Source: an optimization exercise on an open RTL-to-GDS flow (aim: small area and a short achievable clock period). Production flows keep margins and buffers that such runs may drop. No functional check of the RTL was part of any run shown here.

## flow/design.v (module list and top-level ports; edited modules follow where they fit)
// module PE: 1728 lines
module PE#(
    parameter d_width = 32,
    parameter a_width = 8,
    parameter iact_size =  5,
    parameter kernel_size = 3
)
(
    input start,
    input clk, rst_n,
    input [d_width -1 : 0] weight,
    input [d_width -1 : 0] iact,
    output reg load_weight,
    output reg load_iact,
    output reg done,
    output reg [d_width -1 : 0] pe_out
);
  // ...
==> flow/flow/run.sh <==
#!/bin/bash
# Layout flow: the standard layout (standard.sh) with these changes:
#  - the port buffers are buf_2 cells instead of the cell buffer_ports picks;
#  - timing repair aims at 6.8 ns of setup slack at the 10 ns clock, and
#    may only resize cells and swap pins (no buffers, no cloning).
set -euo pipefail
cat >> config.mk <<'EOC'
export BUFFER_PORTS_ARGS = -buffer_cell sky130_fd_sc_hd__buf_2
export SETUP_SLACK_MARGIN = 6.8
export SETUP_MOVE_SEQUENCE = sizeup,swap
EOC
bash standard.sh > standard.log 2>&1
==> flow/standard.sh <==
#!/bin/bash
# synth_recipe.tcl (not shown) runs the flow's synth.tcl, then flattens the netlist and writes it again
# the make line also repeats each setting of config.mk as NAME=value (left out here)
make -C /OpenROAD-flow-scripts/flow DESIGN_CONFIG=/design/flow/config.mk WORK_HOME=/design/flow/orfs CLKGATE_MAP_FILE= SYNTH_SCRIPT=/design/flow/synth_recipe.tcl "${@:-finish}"
==> flow/config.mk <==
export PLATFORM = sky130hd
export DESIGN_NAME = PE
export DESIGN_NICKNAME = PE
export VERILOG_FILES = /design/flow/design.v
export SDC_FILE = /design/flow/constraint.sdc
export NUM_CORES = 4
export LEC_CHECK = 0
export CAP_MARGIN = 20
export CORE_MARGIN = 2
export CORE_UTILIZATION = 60
export CTS_BUF_LIST = sky130_fd_sc_hd__clkbuf_16
export CTS_CLUSTER_DIAMETER = 60
export CTS_CLUSTER_SIZE = 30
export SLEW_MARGIN = 20
export BUFFER_PORTS_ARGS = -buffer_cell sky130_fd_sc_hd__buf_2
export SETUP_SLACK_MARGIN = 6.8
export SETUP_MOVE_SEQUENCE = sizeup,swap
==> flow/constraint.sdc <==
create_clock -name core_clock -period 10.0 [get_ports {clk}]
set_input_delay 2.0000 -clock core_clock [delete_from_list [all_inputs] [get_ports {clk}]]
set_output_delay 2.0000 -clock core_clock [all_outputs]
set_load 0.01 [all_outputs]
==> results.json, run 1 <==
{
  "grt_pass1_wl_mm": 108,
  "top_usage_layer": "met2",
  "min_from": "w2[7]",
  "ys_seq_elements": 446,
  "status": "no timing/DRC/antenna violations",
  "syn-cell-area_mm2": 0.0270,
  "hold_path_depth": 0,
  "grt_setup_unrepaired": "true",
  "postCtsResizedCells": 26,
  "async_flop_share": 0.103,
  "met3_usage": 0.0296,
  "layoutNonFillerInstCount": 3392,
  "whs_endpoint": "w1[7]",
  "cts_tree": "yes",
  "antenna_found_initial": 1,
  "path_depth": 24,
  "fill_cells": 3675,
  "timing.rr.end": "pe_out[25]",
  "buf_share": 0.0302,
  "ant_nets": 0,
  "seq_cell_count": 446,
  "met2_usage": 0.505,
  "use_met1": 0.373,
  "synthTopCellsByArea": "dfxtp_1 30%, xnor2_1 20%, a22oi_1 7.0%, maj3_1 6.5%, xor2_1 5.1%",
  "clkTransAtPathRegs_ns": 0.10,
  "numPortBuffers": 101,
  "hold_class": "reg -> reg",
  "fin_nets": 2900,
  "dominant_cells": "multi-input gates",
  "arrival_ns": 5.10,
  "yosys_warnings": 1,
  "std_cell_rows": 77,
  "synth_top_area_cell": "dfxtp_1"
}
==> run 2, diff against run 1 <==
--- a/flow/design.v
+++ b/flow/design.v
@@ -34,22 +34,23 @@
             ld_w <= (nc >= 5'd7) && (nc <= 5'd9);
             clr  <= (nc == 5'd9) || (nc == 5'd14) || (nc == 5'd18);
             tap4 <= (nc == 5'd14) || (nc == 5'd18) || (nc == 5'd19) || (nc == 5'd20);
             hold <= (nc == 5'd12);
             outp <= (nc == 5'd14) || (nc == 5'd18) || (nc == 5'd22);
         end
     reg [31:0] r0, r1, r2, r3, r4;
     reg [31:0] w0, w1, w2;
+    reg [31:0] a;           
     always @(posedge clk) begin
         r0 <= r1; r1 <= r2; r2 <= r3; r3 <= r4; r4 <= ld_i ? iact : r0;
         w0 <= w1; w1 <= w2; w2 <= ld_w ? weight : w0;
+        a <= tap4 ? r0 : r2;
     end
-    wire [31:0] a = w0;
-    wire [32:0] bx = {tap4 ? r0 : r2, 1'b0};
+    wire [32:0] bx = {w1, 1'b0};
     reg [15:0] one, two, neg;
     integer k;
     always @(posedge clk)
         for (k = 0; k < 16; k = k + 1) begin
             one[k] <= ~hold & (bx[2*k+1] ^ bx[2*k]);
             two[k] <= ~hold & ((bx[2*k+2] & ~bx[2*k+1] & ~bx[2*k]) | (~bx[2*k+2] & bx[2*k+1] & bx[2*k]));
             neg[k] <= ~hold & bx[2*k+2] & ~(bx[2*k+1] & bx[2*k]);
         end
==> run 2 against run 1 <==
Compared with the run above:
- final cell count grew 2.0%
- critical endpoint unchanged
- die area grew 3.0%
- maximum frequency shrank 1.2%
- non-clock buffer count shrank 1
- still clean on timing, DRC and antenna
- highest routed layer is now met5
- synthesized cell count grew 2.1%
==> results.json, run 2 <==
{
  "status": "no timing/DRC/antenna violations",
  "io_pins": 102,
  "highest_layer": "met5",
  "layout_common_cells": "633 x xnor2_1, 407 x dfxtp_1, 244 x a22oi_1",
  "ys_types": 62,
  "grt_pass1_wl_mm": 109,
  "drtIter0Drc": 1292,
  "grt_max_degree": 97,
  "htreeDepth": 2,
  "synth.most_common_cell": "xnor2_1",
  "synth_top_area_frac": 0.311,
  "worstRegToRegCells": 24,
  "diodes": 0,
  "hold_class": "reg -> reg",
  "crit_fanout": 4,
  "period_share": 0.469,
  "num_vias": 19829,
  "wl_mm": 68.9,
  "clock-sinks": 478,
  "cp-end-kind": "flop",
  "required_ns": 10.45,
  "gp_congestion": 0.847,
  "clkLatencyLatePin_ns": 0.60,
  "drc": 0,
  "synth_top_area_cell": "dfxtp_1",
  "die_x_um": 219,
  "slew_violations": 0,
  "hpwlAfterDp_mm": 47.1,
  "numCtsBuffers": 36,
  "antenna_found_initial": 1,
  "start_util": 0.610,
  "worst-slew-pin-transition_ns": 0.906,
  "path_class": "reg -> reg",
  "reg2reg_from": "acc0_c[0]",
  "std_cell_rows": 78,
  "tns_ns": 0,
  "drive_above_1_share": 0.141,
  "timing.reg2reg.setup_slack_ns": 5.31,
  "die-area_mm2": 0.0480,
  "ant_nets": 0,
  "hold_viol": 0,
  "wl_per_cell_um": 19.9,
  "grt_pass1_vias": 19664,
  "max_freq_ghz": 0.213,
  "startpoint": "acc0_c[0]",
  "slew_headroom": 0.395,
  "clkTransAtPathRegs_ns": 0.10,
  "clockBufferDepth": 3,
  "grtUsageTotal": 0.290,
  "ys_seq_elements": 478,
  "syn_to_final_growth_pct": 8.26,
  "synthFlopType": "dfxtp_1",
  "setup_violations": 0,
  "final_util": 0.660,
  "wl_met3_mm": 4.53,
  "yosysSeqAreaShare": 0.353,
  "worst_slack_ns": 5.31,
  "synthTopCellsByArea": "dfxtp_1 31%, xnor2_1 20%, a22oi_1 6.6%, maj3_1 6.1%, xor2_1 4.9%",
  "maxCapViolCount": 0,
  "core_area_mm2": 0.0456,
  "cts_tree": "yes",
  "min_period_ns": 4.69,
  "yosys_warnings": 1,
  "clock_skew_ns": 0.0617,
  "syn-cell-area_mm2": 0.0278,
  "detailedPlace.worstSlack_ns": 5.29,
  "die_y_um": 219,
  "final_common_cell": "xnor2_1",
  "cts_root_buffer": "clkbuf_16",
  "syn_nets": 2956,
  "numPortBuffers": 101,
  "start_kind": "flop",
  "dr.pass1.iters": 6,
  "met2_length_mm": 31.3,
  "fin_nets": 2958,
  "synth-edff-count": 0,
  "timing.rr.end": "pe_out[25]",
  "grt_overflow": 0,
  "grt_setup_unrepaired": "true",
  "syn_area_per_cell_um2": 9.81,
  "synth_common_cells": "636 x xnor2_1, 432 x dfxtp_1, 244 x a22oi_1, 235 x nor2_1, 169 x maj3_1",
  "worstSetupEndpoint": "pe_out[25]",
  "met1Wirelength_mm": 31.4,
  "async_flop_share": 0.0962,
  "syn_inst": 2832,
  "cts_setup_buffers": 0,
  "arrival_ns": 5.14,
  "via_per_inst": 5.73
}
run 2: cell types whose count changed after synthesis, sizes merged, moves of 5 or more:
cell	before	now
nor3	30	14
or3	17	1
xnor3	14	19
mux2i	45	28
buf	114	126
xnor2	635	643
nor3b	6	26
nor2	200	235
xor3	13	5
dfxtp	400	432
nand2	120	130
nand3	24	10
clkbuf	64	52
mux2	80	96
run 2: timing repair:
action	4_1_cts	5_1_grt
hold buffers	0	0
gates resized for setup	14	30
setup endpoints to repair	50	45
pin swaps	14	14
run 2: final cells by class:
class / instances / area (um^2)
multi-input cells: 2106 / 17000
fillers: 3696 / 15500
flip-flops and latches: 478 / 9840
clock buffers: 37 / 926
repair buffers: 142 / 867
well taps: 600 / 751
clock inverters: 28 / 469
inverters: 70 / 268
run 2: how the worst min path moves through the flow:
stage | slack [ns] | cells past startpoint | to | start
3_3_place_gp | 0.31 | 0 | w1[21] | w2[21]
4_1_cts | 0.32 | 0 | r3[7] | r4[7]
5_1_grt | 0.31 | 0 | r3[7] | r4[7]
6_report | 0.31 | 0 | r3[7] | r4[7]
3_5_place_dp | 0.31 | 0 | r2[30] | r3[30]
2_1_floorplan | 0.31 | 0 | r0[0] | r1[0]
run 2: metal layers:
metal / vias up / track usage
met5: - / 0
met4: 2 / 0.0833
li1: 9525 / -
met1: 9548 / 0.400
met2: 640 / 0.471
met3: 114 / 0.0414
run 2: logic make-up (layout without fill, tap and decap cells):
family,after synthesis,after routing,synth area share
xor gates and xnor gates,824,824,0.274
DFF,478,478,0.353
and+or+nand+nor,469,469,0.0731
AOI/OAI and AO/OA,433,433,0.109
adders and majority gates,256,256,0.101
buffers and inverters,248,277,0.0414
muxes,124,124,0.0490
run 2: worst max-delay path, stage by stage (launching register included):
cell and delay (ns):
dfxtp_2 0.35, ha_4 0.13, inv_2 0.03, fa_2 0.36
nor2b_1 0.12, o21a_1 0.16, o21a_1 0.14, o21ai_2 0.07
a21boi_2 0.22, o211ai_1 0.22, a211oi_2 0.37, o31a_1 0.26
o21ai_1 0.08, o31a_1 0.11, ha_2 0.18, a21o_1 0.15
a21o_1 0.19, a21o_1 0.17, a21o_1 0.19, a21oi_4 0.17
nand2b_4 0.16, nand2b_4 0.05, fa_2 0.35, xnor2_1 0.13
a211oi_1 0.18
run 2: per-stage QoR:
stage	hold WS [ns]	cells	instance area (um^2)
after floorplan	0.310	2832	27900
after global placement	0.310	3395	28500
after detailed placement	0.312	3395	28500
after CTS	0.318	3460	29900
after global routing	0.310	3461	30100
final	0.313	3461	30100

-- port drivers added, routing unchanged --
The flow's constraints put no driver on any port. The routed layouts listed below were extracted and timed again, unchanged, in two steps.
Step 1 (the two cells are an assumption about what drives the block):
set clk [get_ports {clk}]
set_driving_cell -lib_cell sky130_fd_sc_hd__clkbuf_16 $clk
set_driving_cell -lib_cell sky130_fd_sc_hd__buf_2 [delete_from_list [all_inputs] $clk]
Step 2 adds t to the input delays and takes it off the output delays; t is the mean of the earliest and latest rising clock arrival at the registers after step 1. Input paths then give back, and output paths get back, about the clock's delay inside the block.
Slacks: ideal / step 1 / step 2; pairs: ideal / step 1.
run	t, ns	setup slack, ns	worst setup path after step 2	clock arrival spread, ns	worst data-port slew with drivers (ns)
run 1	0.614	5.366 / 5.366 / 5.366	register to register	0.039 / 0.038	0.07
run 2	0.637	5.310 / 5.310 / 5.310	register to register	0.066 / 0.066	0.06
After both steps setup and hold are still met in every run listed.
